This design comes from an exercise in tuning for small area, a short achievable clock period and few clock cycles on the open sky130 flow, not from production work.
At most, simulation tests tie the RTL to the original design; equivalence was not proved.
Power figures rest on the tool's default switching activity, not on a simulated workload.

==> flow/design.v <==
module mag_cmp2 (
    input  wire [30:0] a,
    input  wire [30:0] b,
    output wire [3:0]  p       
);
    assign p = {a[30:15] > b[30:15], a[30:15] < b[30:15],
                a[14:0]  > b[14:0],  a[14:0]  < b[14:0]};
endmodule
module fp_class (
    input  wire [31:0] x,
    output wire [2:0]  c
);
    assign c = {x[31], (x[30:23] == 8'hff) && (x[22:0] != 0), x[30:23] == 8'h00};
endmodule
module fp_gt_s2 (
    input  wire [3:0] p,
    input  wire [2:0] ca,
    input  wire [2:0] cb,
    output wire       a_gt_b,
    output wire       b_gt_a
);
    wire gh = p[3], lh = p[2], gl = p[1], ll = p[0];
    wire mg = gh || (!lh && gl);
    wire ml = lh || (!gh && ll);
    wire sa = ca[2], sb = cb[2];
    wire ok = !ca[1] && !cb[1] && !(ca[0] && cb[0]);
    assign a_gt_b = ok && ((!sa && sb) || (!sa && !sb && mg) || (sa && sb && ml));
    assign b_gt_a = ok && ((sa && !sb) || (!sa && !sb && ml) || (sa && sb && mg));
endmodule
module peak_finder_fp (
    input clk,
    input rst_n,
    output reg [12:0] bram_addr,
    input wire [31:0] bram_data,
    output reg [0:0]  web,
    output wire [6:0] addrb,
    output wire [44:0] dinb,
    input wire [31:0] threshold,
    input wire        start,
    output reg        done
);
    localparam T_NONE = 3'd0, T_BF = 3'd1, T_B1 = 3'd2, T_BM = 3'd3, T_BL = 3'd4,
               T_TS = 3'd5, T_TP = 3'd6, T_FIN = 3'd7;
    localparam S_IDLE = 3'd0, S_BASE = 3'd1, S_RR = 3'd2, S_RRT = 3'd3,
               S_REP = 3'd4, S_FINW = 3'd5;
    localparam D_NB = 2'd0, D_TS = 2'd1, D_LNB = 2'd2, D_BF = 2'd3;
    reg [2:0] st;
    reg [2:0] tA, tB, tC, tD;
    reg [2:0] bc;           
    reg [2:0] cd;           
    reg [1:0] dt;           
    reg [6:0] off;          
    reg [12:0] E;           
    reg [31:0] r1;          
    reg [3:0]  pw, pt;      
    reg [2:0]  cp;          
    reg [12:0] widx;
    reg [5:0]  cnt;         
    reg        cand;
    reg        SF;          
    reg [4:0]  S;           
    reg        lastc;       
    reg        PF, PL;      
    reg [4:0]  PS;
    assign addrb = {1'b0, cnt};
    assign dinb  = {widx, r1};
    wire [3:0] pw_n, pt_n;
    mag_cmp2 m1w (.a(bram_data[30:0]), .b(r1[30:0]),        .p(pw_n));
    mag_cmp2 m1t (.a(bram_data[30:0]), .b(threshold[30:0]), .p(pt_n));
    wire [2:0] cw, ct;
    fp_class kw (.x(r1), .c(cw));
    fp_class kt (.x(threshold), .c(ct));
    wire f_wr, f_rw, f_wt, f_tw;
    fp_gt_s2 c2w (.p(pw), .ca(cw), .cb(cp), .a_gt_b(f_wr), .b_gt_a(f_rw));
    fp_gt_s2 c2t (.p(pt), .ca(cw), .cb(ct), .a_gt_b(f_wt), .b_gt_a(f_tw));
    wire confirm = (tC == T_TS) || ((tD == T_TP) && f_wr);
    wire term    = confirm && (cnt == 6'd34);
    wire bl_issue = (st == S_BASE) && (bc == 3'd1);
    wire op_ok    = (dt == D_TS) ? !cd[0] :
                    (dt == D_NB || dt == D_LNB) ? !cd[1] : 1'b1;
    wire rr_go    = (st == S_RR) && op_ok;
    wire xfer     = (tD == T_BF);
    wire pg0      = (E == 13'd957);
    wire pg0_n    = bl_issue ? (bram_addr == 13'd956) : pg0;
    wire phantom  = (E == 13'd26);
    wire [4:0] PS_clr = {1'b0, PS[3] & PS[4], PS[2] & (|PS[4:3]),
                         PS[1] & (|PS[4:2]), PS[0] & (|PS[4:1])};
    function [8:0] desc(input f, input [4:0] s, input l, input g0);
        casez ({f, s, l})
            7'b1??????: desc = {D_NB, g0 ? -7'sd59 : -7'sd58};
            7'b01?????: desc = {D_TS, -7'sd58};
            7'b001????: desc = {D_TS, -7'sd57};
            7'b0001???: desc = {D_TS, -7'sd56};
            7'b00001??: desc = {D_TS, -7'sd55};
            7'b000001?: desc = {D_TS, -7'sd54};
            7'b0000001: desc = {D_LNB, -7'sd52};
            default:    desc = {D_BF, 7'sd49};
        endcase
    endfunction
    reg        PF_n, PL_n;
    reg [4:0]  PS_n;
    reg [1:0]  dt_n;
    reg [6:0]  off_n;
    always @(*) begin
        PF_n = PF; PS_n = PS; PL_n = PL;
        dt_n = dt; off_n = off;
        if (xfer) begin
            PF_n = SF; PS_n = S; PL_n = lastc;
            {dt_n, off_n} = desc(SF, S, lastc, pg0_n);
        end else if (rr_go) begin
            case (dt)
                D_NB: begin
                    PF_n = 1'b0;
                    dt_n = desc(1'b0, PS, PL, 1'b0) >> 7;
                    off_n = pg0 ? -7'sd58 : -7'sd57;
                end
                D_TS: begin
                    PS_n = PS_clr;
                    {dt_n, off_n} = desc(1'b0, PS_clr, PL, 1'b0);
                end
                D_LNB: begin
                    PL_n = 1'b0;
                    dt_n = D_BF;
                    off_n = -7'sd53;
                end
                default: ;
            endcase
        end else if (st == S_REP) begin
            {dt_n, off_n} = desc(1'b0, PS, PL, 1'b0);
        end
    end
    wire [12:0] rel_addr = E + {{6{off[6]}}, off};
    wire [12:0] inc_addr = bram_addr + 13'd1;
    always @(posedge clk) begin
        r1 <= bram_data;
        pw <= pw_n;
        pt <= pt_n;
        cp <= cw;
        PF <= PF_n;
        PS <= PS_n;
        PL <= PL_n;
        dt <= dt_n;
        off <= off_n;
        cd <= {1'b0, cd[2:1]};
        if (tA == T_TS || tB == T_TP) widx <= bram_addr;
        if (web) cnt <= cnt + 6'd1;
        case (tD)
            T_BF: begin
                S <= 5'd0;
                cand <= f_wt;
            end
            T_B1: begin
                SF <= cand & f_rw;
                cand <= f_wt & f_wr;
            end
            T_BM: begin
                S <= {S[3:0], cand & f_rw};
                cand <= f_wt & f_wr;
            end
            T_BL: begin
                S <= {S[3:0], cand & f_rw};
                lastc <= f_wt & f_wr;
            end
            default: ;
        endcase
        bram_addr <= (st == S_IDLE) ? 13'd899 : (st == S_BASE) ? inc_addr : rel_addr;
        case (st)
            S_IDLE: begin
                if (start) begin
                    bc <= 3'd5;
                    SF <= 1'b0; S <= 5'd0; lastc <= 1'b0;
                    cnt <= 6'd0;
                end
            end
            S_BASE: begin
                bc <= bc - 3'd1;
                if (bc == 3'd1) E <= inc_addr;
            end
            S_RR: begin
                if (op_ok) begin
                    case (dt)
                        D_TS: cd <= 3'b011;
                        D_BF: begin
                            if (!phantom) bc <= 3'd4;
                        end
                    endcase
                end
            end
            S_RRT: cd <= 3'b111;
            default: ;
        endcase
        if (!rst_n) begin
            st <= S_IDLE;
            tA <= T_NONE; tB <= T_NONE; tC <= T_NONE; tD <= T_NONE;
            web <= 1'b0;
            done <= 1'b0;
        end else begin
            if (st == S_IDLE) begin
                tB <= T_NONE;
                tC <= T_NONE;
                tD <= T_NONE;
            end else begin
                tB <= tA;
                tC <= tB;
                tD <= tC;
            end
            web <= confirm && (cnt != 6'd34);
            done <= ((st == S_FINW) && (tD == T_FIN)) || term;
            tA <= T_NONE;
            case (st)
                S_IDLE: begin
                    if (start) begin
                        tA <= T_BF;
                        st <= S_BASE;
                    end
                end
                S_BASE: begin
                    tA <= (bc == 3'd1) ? T_BL : (tA == T_BF) ? T_B1 : T_BM;
                    if (bc == 3'd1) st <= S_RR;
                end
                S_RR: begin
                    if (op_ok) begin
                        case (dt)
                            D_NB:  st <= S_RRT;
                            D_TS: tA <= T_TS;
                            D_LNB: st <= S_RRT;
                            default: begin
                                if (phantom) begin
                                    tA <= T_FIN;
                                    st <= S_FINW;
                                end else begin
                                    tA <= T_BF;
                                    st <= S_BASE;
                                end
                            end
                        endcase
                    end
                end
                S_RRT: begin
                    tA <= T_TP;
                    st <= S_REP;
                end
                S_REP: st <= S_RR;
                S_FINW: begin
                    if (tD == T_FIN) st <= S_IDLE;
                end
                default: st <= S_IDLE;
            endcase
            if (term) begin
                st <= S_IDLE;
                tA <= T_NONE;
            end
        end
    end
endmodule
clock: 5.0 ns
lec_check: 0
cap_margin: 20
core_margin: 2
core_utilization: 40
cts_buf_list: sky130_fd_sc_hd__clkbuf_8
setup_slack_margin: 2.75
slew_margin: 20
standard.sh (not shown) runs the stock make flow with config.mk's settings and CLKGATE_MAP_FILE= SYNTH_SCRIPT=/design/flow/synth_recipe.tcl, a recipe that flattens the netlist after the stock synthesis.
==> flow/flow/run.sh <==
#!/bin/bash
# The standard layout (the standard.sh, standard synthesis unchanged), with
# the port buffers that placement inserts made of sky130_fd_sc_hd__buf_1
# instead of the resizer's default pick. Every port still gets its buffer.
set -euo pipefail
bash standard.sh "BUFFER_PORTS_ARGS=-buffer_cell sky130_fd_sc_hd__buf_1" finish > standard.log 2>&1
Testbench counts at the start, summed over its fixed seeds: cycles 20,406.
Edit:
CTS_BUF_LIST = unset   (was sky130_fd_sc_hd__clkbuf_8)
SETUP_SLACK_MARGIN = 2.8   (was 2.75)
The new run completed without violations.
Wire length goes up by 4.7%.
Count of clock-buffer cells in the layout rose by 7.
Design area rose by 5.4%.
Synthesized cell count does not change.
Maximum frequency increases by 1.7%.
Sequential cell count stays the same.
Register-to-register slack improved by 0.04 ns.
Combinational power grows by about 3%.
Non-clock buffer count goes up by 16.
Edit:
CTS_BUF_LIST = sky130_fd_sc_hd__clkbuf_8   (was unset)
SETUP_SLACK_MARGIN = 2.85   (was 2.8)
Sequential power barely changes.
Maximum frequency goes up slightly.
Total power falls by about a fifth.
Setup slack gains 0.032 ns.
Sequential share of layout area climbs by 0.77 points.
Cell area shrinks by a few percent.
Via count is lower by a few percent.
Non-clock buffer count is higher by 8.
Synthesized cell count stays the same.
Clock power went down by well over a third.
Edit:
SETUP_SLACK_MARGIN = 2.8   (was 2.85)
After rerunning:
- The new run ran to the end with no violations
- cell area is lower by 0.55%
- maximum frequency is higher by about 0.4%
- via count is higher by about 1.3%
- combinational power is lower by about 2%
- worst hold slack loses 0.0049 ns
- power is higher by 9.4%

* * *

peak_finder_fp, a different RTL version from the one above (not shown whole).
Size in the first run: about 850 cells after synthesis, roughly 130 I/O pins, about 7300 sq um of cells after synthesis.
clock: 5.0 ns
lec_check: 0
cap_margin: 20
core_margin: 2
core_utilization: 40
slew_margin: 20
run.sh (not shown) runs the stock make flow with config.mk's settings and CLKGATE_MAP_FILE= SYNTH_SCRIPT=/design/flow/synth_recipe.tcl, a recipe that flattens the netlist after the stock synthesis.
Stock flow here: none of the scripts above is used.
Testbench counts at the start, summed over its fixed seeds: cycles 19,939.
Then changed:
- SETUP_SLACK_MARGIN: default -> 2.5
Routed wire length increases by about 11%.
Setup slack improved by 480 ps.
Clock power decreases by about 5.5%.
Global-route usage increases by 2.1 points.
Die area is unchanged.
Power increases by about 7%.
Register-to-register slack improved by 480 ps.
Critical path depth stays the same.
Synthesized area does not change.
Combinational power increases by 38%.

* * *

Another version of the RTL of peak_finder_fp (not shown whole).
Size: ~140 flip-flops, ~130 I/O pins, about 7900 µm² of cells after synthesis.
==> flow/config.mk <==
export PLATFORM = sky130hd
export DESIGN_NAME = peak_finder_fp
export DESIGN_NICKNAME = peak_finder_fp
export VERILOG_FILES = /design/flow/design.v
export SDC_FILE = /design/flow/constraint.sdc
export NUM_CORES = 4
export LEC_CHECK = 0
export CAP_MARGIN = 20
export CORE_MARGIN = 2
export CORE_UTILIZATION = 40
export SETUP_SLACK_MARGIN = 3.0
export SLEW_MARGIN = 20
==> flow/constraint.sdc <==
create_clock -name core_clock -period 5.0 [get_ports {clk}]
set_input_delay 1.0000 -clock core_clock [delete_from_list [all_inputs] [get_ports {clk}]]
set_output_delay 1.0000 -clock core_clock [all_outputs]
set_load 0.01 [all_outputs]
standard.sh (not shown) runs the stock make flow with config.mk's settings and CLKGATE_MAP_FILE= SYNTH_SCRIPT=/design/flow/synth_recipe.tcl, a recipe that flattens the netlist after the stock synthesis.
Scripts as last shown in full above: flow/flow/run.sh
The baseline completed without violations.
Edit:
Settings changed: SETUP_SLACK_MARGIN 3.0 to 2.8.
Non-clock buffer count drops by 47.
Power drops by roughly a tenth.
Design area drops by roughly a tenth.
Die area does not change.
Global-route usage drops by 2.2 points.
Fmax climbs by a few percent.
Wire length drops by roughly a tenth.
Via count drops by a few percent.
Synthesized area does not change.
Critical path depth climbs by 1.
No run of this note included a check of the RTL's function; only the layout flow was run.

* * *

Setup of v56:
Another version of the RTL of peak_finder_fp (not shown whole).
Size: roughly 140 flip-flops, roughly 130 I/O pins, roughly 0.0072 mm² of cells after synthesis.
export LEC_CHECK = 0
export CAP_MARGIN = 0
export CORE_MARGIN = 2
export CORE_UTILIZATION = 40
export CTS_BUF_LIST = sky130_fd_sc_hd__clkbuf_8
export PLACE_DENSITY = 0.65
export SETUP_SLACK_MARGIN = 2.9
export SLEW_MARGIN = 0
create_clock -name core_clock -period 5.0 [get_ports {clk}]
Scripts as last shown in full above: flow/flow/run.sh
v56: flow completed, timing, DRC and antenna clean
Testbench counts of v56, summed over its fixed seeds: cycles 20,406.
## Diff of input files: v51 against v56
==> flow/flow/run.sh <==
#!/bin/bash
# The standard layout (the standard.sh, standard synthesis unchanged), with
# the port buffers that placement inserts made of sky130_fd_sc_hd__buf_2
# instead of the resizer's default pick. Every port still gets its buffer.
set -euo pipefail
bash standard.sh "BUFFER_PORTS_ARGS=-buffer_cell sky130_fd_sc_hd__buf_2" finish > standard.log 2>&1
-- flow/config.mk --
<<< v56, line 11
export CTS_BUF_LIST = sky130_fd_sc_hd__clkbuf_8
export PLACE_DENSITY = 0.65
export SETUP_SLACK_MARGIN = 2.9
export SLEW_MARGIN = 0
>>> v51, line 11
export CTS_BUF_LIST = sky130_fd_sc_hd__clkbuf_8
export SETUP_SLACK_MARGIN = 2.95
export SLEW_MARGIN = 0
Notes after the runs:
Cmp v51 vs v56: final cell count higher in v51. Utilization after layout in v51 is 1.8 points above v56. Taking v56 as the reference, in v51 post-detailed-route count of antenna-violating nets saw little to no change, proportion of cell area spent on the clock network now smaller.
Setup changes, v51 to v57
==> flow/flow/run.sh <==
#!/bin/bash
# The standard layout (the standard.sh, standard synthesis unchanged), with
# the port buffers that placement inserts made of sky130_fd_sc_hd__buf_1
# instead of the resizer's default pick. Every port still gets its buffer.
set -euo pipefail
bash standard.sh "BUFFER_PORTS_ARGS=-buffer_cell sky130_fd_sc_hd__buf_1" finish > standard.log 2>&1
### Flow results
Relative to v51, the leakage component of the power of v57 is lower by 5.7%. | number of ordinary and repair buffers in the finished layout | v57 vs v51 | 8.6% higher |. Sort v51 and v57 by fmax, ascending, and v51 comes first. Re combinational fraction of design power: v57 is 1.4 points down on v51. v51 ended up with sky130_fd_sc_hd__dfxtp_1 as its slowest cell on the critical path; v57 ended up with sky130_fd_sc_hd__edfxtp_1. The standard cells in v57 occupy more silicon area than those in v51 do.
The inputs of v47 differ from those of v57 as listed below.
-- flow/config.mk --
<<< v57, line 7
export LEC_CHECK = 0
export CAP_MARGIN = 0
export CORE_MARGIN = 2
>>> v47, line 7
export LEC_CHECK = 0
export CAP_MARGIN = 20
export CORE_MARGIN = 2
<<< v57, line 11
export CTS_BUF_LIST = sky130_fd_sc_hd__clkbuf_8
export SETUP_SLACK_MARGIN = 2.95
export SLEW_MARGIN = 0
>>> v47, line 11
export CTS_BUF_LIST = sky130_fd_sc_hd__clkbuf_8
export SETUP_SLACK_MARGIN = 2.85
export SLEW_MARGIN = 20
[summary]
- Setup slack (higher): v57
- From v47 to v57, antenna violation net count after detailed routing did not move at all.
- Compared v47 vs v57, and final wirelength is down in v47.
- Of v47 and v57, the run reporting the higher fraction of area in non-clock buffers was v57.
- Relative to v57, the via count of v47 is lower by 95.
- Per the comparison of v47 with v57, power share of the clock group down 1.9 points, final area now smaller.
- Comparing the two runs side by side, v47 comes out behind v57 on hold slack.

* * *

lagoon:
Starting RTL as in the previous note.
==> flow/config.mk <==
export PLATFORM = sky130hd
export DESIGN_NAME = peak_finder_fp
export DESIGN_NICKNAME = peak_finder_fp
export VERILOG_FILES = /design/flow/design.v
export SDC_FILE = /design/flow/constraint.sdc
export NUM_CORES = 4
export LEC_CHECK = 0
export CAP_MARGIN = 20
export CORE_MARGIN = 2
export CORE_UTILIZATION = 40
export CTS_BUF_LIST = sky130_fd_sc_hd__clkbuf_8
export SETUP_SLACK_MARGIN = 2.95
export SLEW_MARGIN = 20
==> flow/constraint.sdc <==
create_clock -name core_clock -period 5.0 [get_ports {clk}]
set_input_delay 1.0000 -clock core_clock [delete_from_list [all_inputs] [get_ports {clk}]]
set_output_delay 1.0000 -clock core_clock [all_outputs]
set_load 0.01 [all_outputs]
==> flow/flow/run.sh <==
#!/bin/bash
# The standard layout (the standard.sh, standard synthesis unchanged), with
# the port buffers that placement inserts made of sky130_fd_sc_hd__buf_1
# instead of the resizer's default pick. Every port still gets its buffer.
set -euo pipefail
bash standard.sh "BUFFER_PORTS_ARGS=-buffer_cell sky130_fd_sc_hd__buf_1" finish > standard.log 2>&1
lagoon reached the end of the flow, and the finished layout is clean on the timing, design-rule and antenna checks.
Testbench counts of lagoon, summed over its fixed seeds: cycles 20,406.
### lagoon -> pepper
- SLEW_MARGIN changed from 20 to 0
- CTS_BUF_LIST changed from sky130_fd_sc_hd__clkbuf_8 to sky130_fd_sc_hd__clkbuf_8 sky130_fd_sc_hd__clkbuf_16
- CAP_MARGIN changed from 20 to 0
- SETUP_SLACK_MARGIN changed from 2.95 to 2.9
- lagoon -> pepper: total number of cells along the worst setup path delta 0, exact match
- Total detailed-routing wirelength delta (lagoon -> pepper): insignificant
- Lower layout overhead on the synthesized area was reported by pepper, not lagoon.
- Measured against each other, lagoon and pepper differ in amount of wire on met2 after detailed routing, the higher figure coming from lagoon.
- pepper: total power is 170 uW higher than what lagoon reported.
Modified inputs, xenon compared to pepper
- swapping 0 for 10 in SLEW_MARGIN
- swapping 0 for 10 in CAP_MARGIN
- swapping sky130_fd_sc_hd__clkbuf_8 sky130_fd_sc_hd__clkbuf_16 for sky130_fd_sc_hd__clkbuf_8 in CTS_BUF_LIST
--- outcome ---
No stage failed in pepper, and the final checks on the layout all came back clean.
Per the final summary, xenon finished and its layout is clean on timing, DRC and antenna.
Relative to pepper, length of routed wiring on met1 has decreased by about 1.6% in xenon.
In the metrics for pepper and xenon, the one carrying the lower post-layout total power is xenon.
Max critical path depth across pepper and xenon: pepper
Diff pepper -> xenon | final wirelength | decrease of 180 um
Edits applied to the flow inputs when going from xenon to harbor:
- a change of CORE_UTILIZATION from 40 to 37
- a change of SLEW_MARGIN from 10 to 0
- a change of CAP_MARGIN from 10 to 0
### Flow results
- Share of total power in sequential cells in harbor is 1.8 points below xenon.
- Compared with xenon, harbor shows a logic gate share of total power that is 0.3 points lower.
- Relative contribution of the clock network to total power | harbor above xenon
- | delay contributed by the slowest stage of the critical path | harbor vs xenon | ≈ equal |
- Cell area power density, harbor vs xenon: up by a few percent
- Compared with xenon, harbor shows wire length of the first global-routing pass that has gone down by a few percent.
- Relative to xenon, post-route minimum period has increased by 8.7 ps in harbor.
- Between harbor and xenon, the switching fraction of total power figures differ only marginally.
- On worst hold slack, the higher figure sits with xenon, not harbor.
- Iteration-0 DRC count of the detailed router was higher in xenon than in harbor.
- harbor -> xenon: synthesized-area fraction occupied by and/or/nand/nor cells delta 0, exact match

port drivers added, routing unchanged:
No port has a modelled driver above. Below, the same layouts with a new extraction and two added sets of constraints.
Step 1 sets driving cells, clkbuf_16 on the clock port and buf_2 on the other inputs (assumed; they add their load-dependent delay and slew).
Step 2 adds t to the input delays and takes it off the output delays; t is the mean of the earliest and latest rising clock arrival at the registers after step 1. Input paths then give back, and output paths get back, about the clock's delay inside the block.
Slacks: no drivers / after step 1 / after step 2; pairs: no drivers / after step 1.
run	t, ns	setup slack, ns	worst register clock-pin slew, ns
the first run of note 1	0.488	2.778 / 2.778 / 2.361	0.09 / 0.09
the second run of note 1	0.465	2.815 / 2.815 / 2.376	0.06 / 0.06
the third run of note 1	0.486	2.847 / 2.859 / 2.377	0.08 / 0.08
the fourth run of note 1	0.484	2.856 / 2.832 / 2.393	0.08 / 0.08
the first run of note 2	0.399	0.389 / 0.389 / 0.389	0.08 / 0.08
the second run of note 2	0.392	0.868 / 0.868 / 0.868	0.08 / 0.08
the first run of note 3	0.472	2.764 / 2.764 / 2.539	0.07 / 0.07
the second run of note 3	0.463	2.828 / 2.828 / 2.450	0.07 / 0.07
v56	0.483	2.935 / 2.897 / 2.548	0.09 / 0.09
v51	0.492	2.972 / 2.932 / 2.569	0.09 / 0.09
v57	0.486	2.995 / 2.955 / 2.538	0.09 / 0.09
v47	0.495	2.918 / 2.894 / 2.462	0.09 / 0.09
lagoon	0.482	2.983 / 2.955 / 2.540	0.09 / 0.09
pepper	0.469	2.939 / 2.910 / 2.495	0.07 / 0.07
xenon	0.497	2.971 / 2.930 / 2.509	0.09 / 0.09
harbor	0.480	2.963 / 2.923 / 2.580	0.10 / 0.10
After both steps every run listed still meets setup and hold. The setup slack of the third run of note 1, which loses most, moves by +0.012 ns with the drivers and by -0.470 ns with both steps.
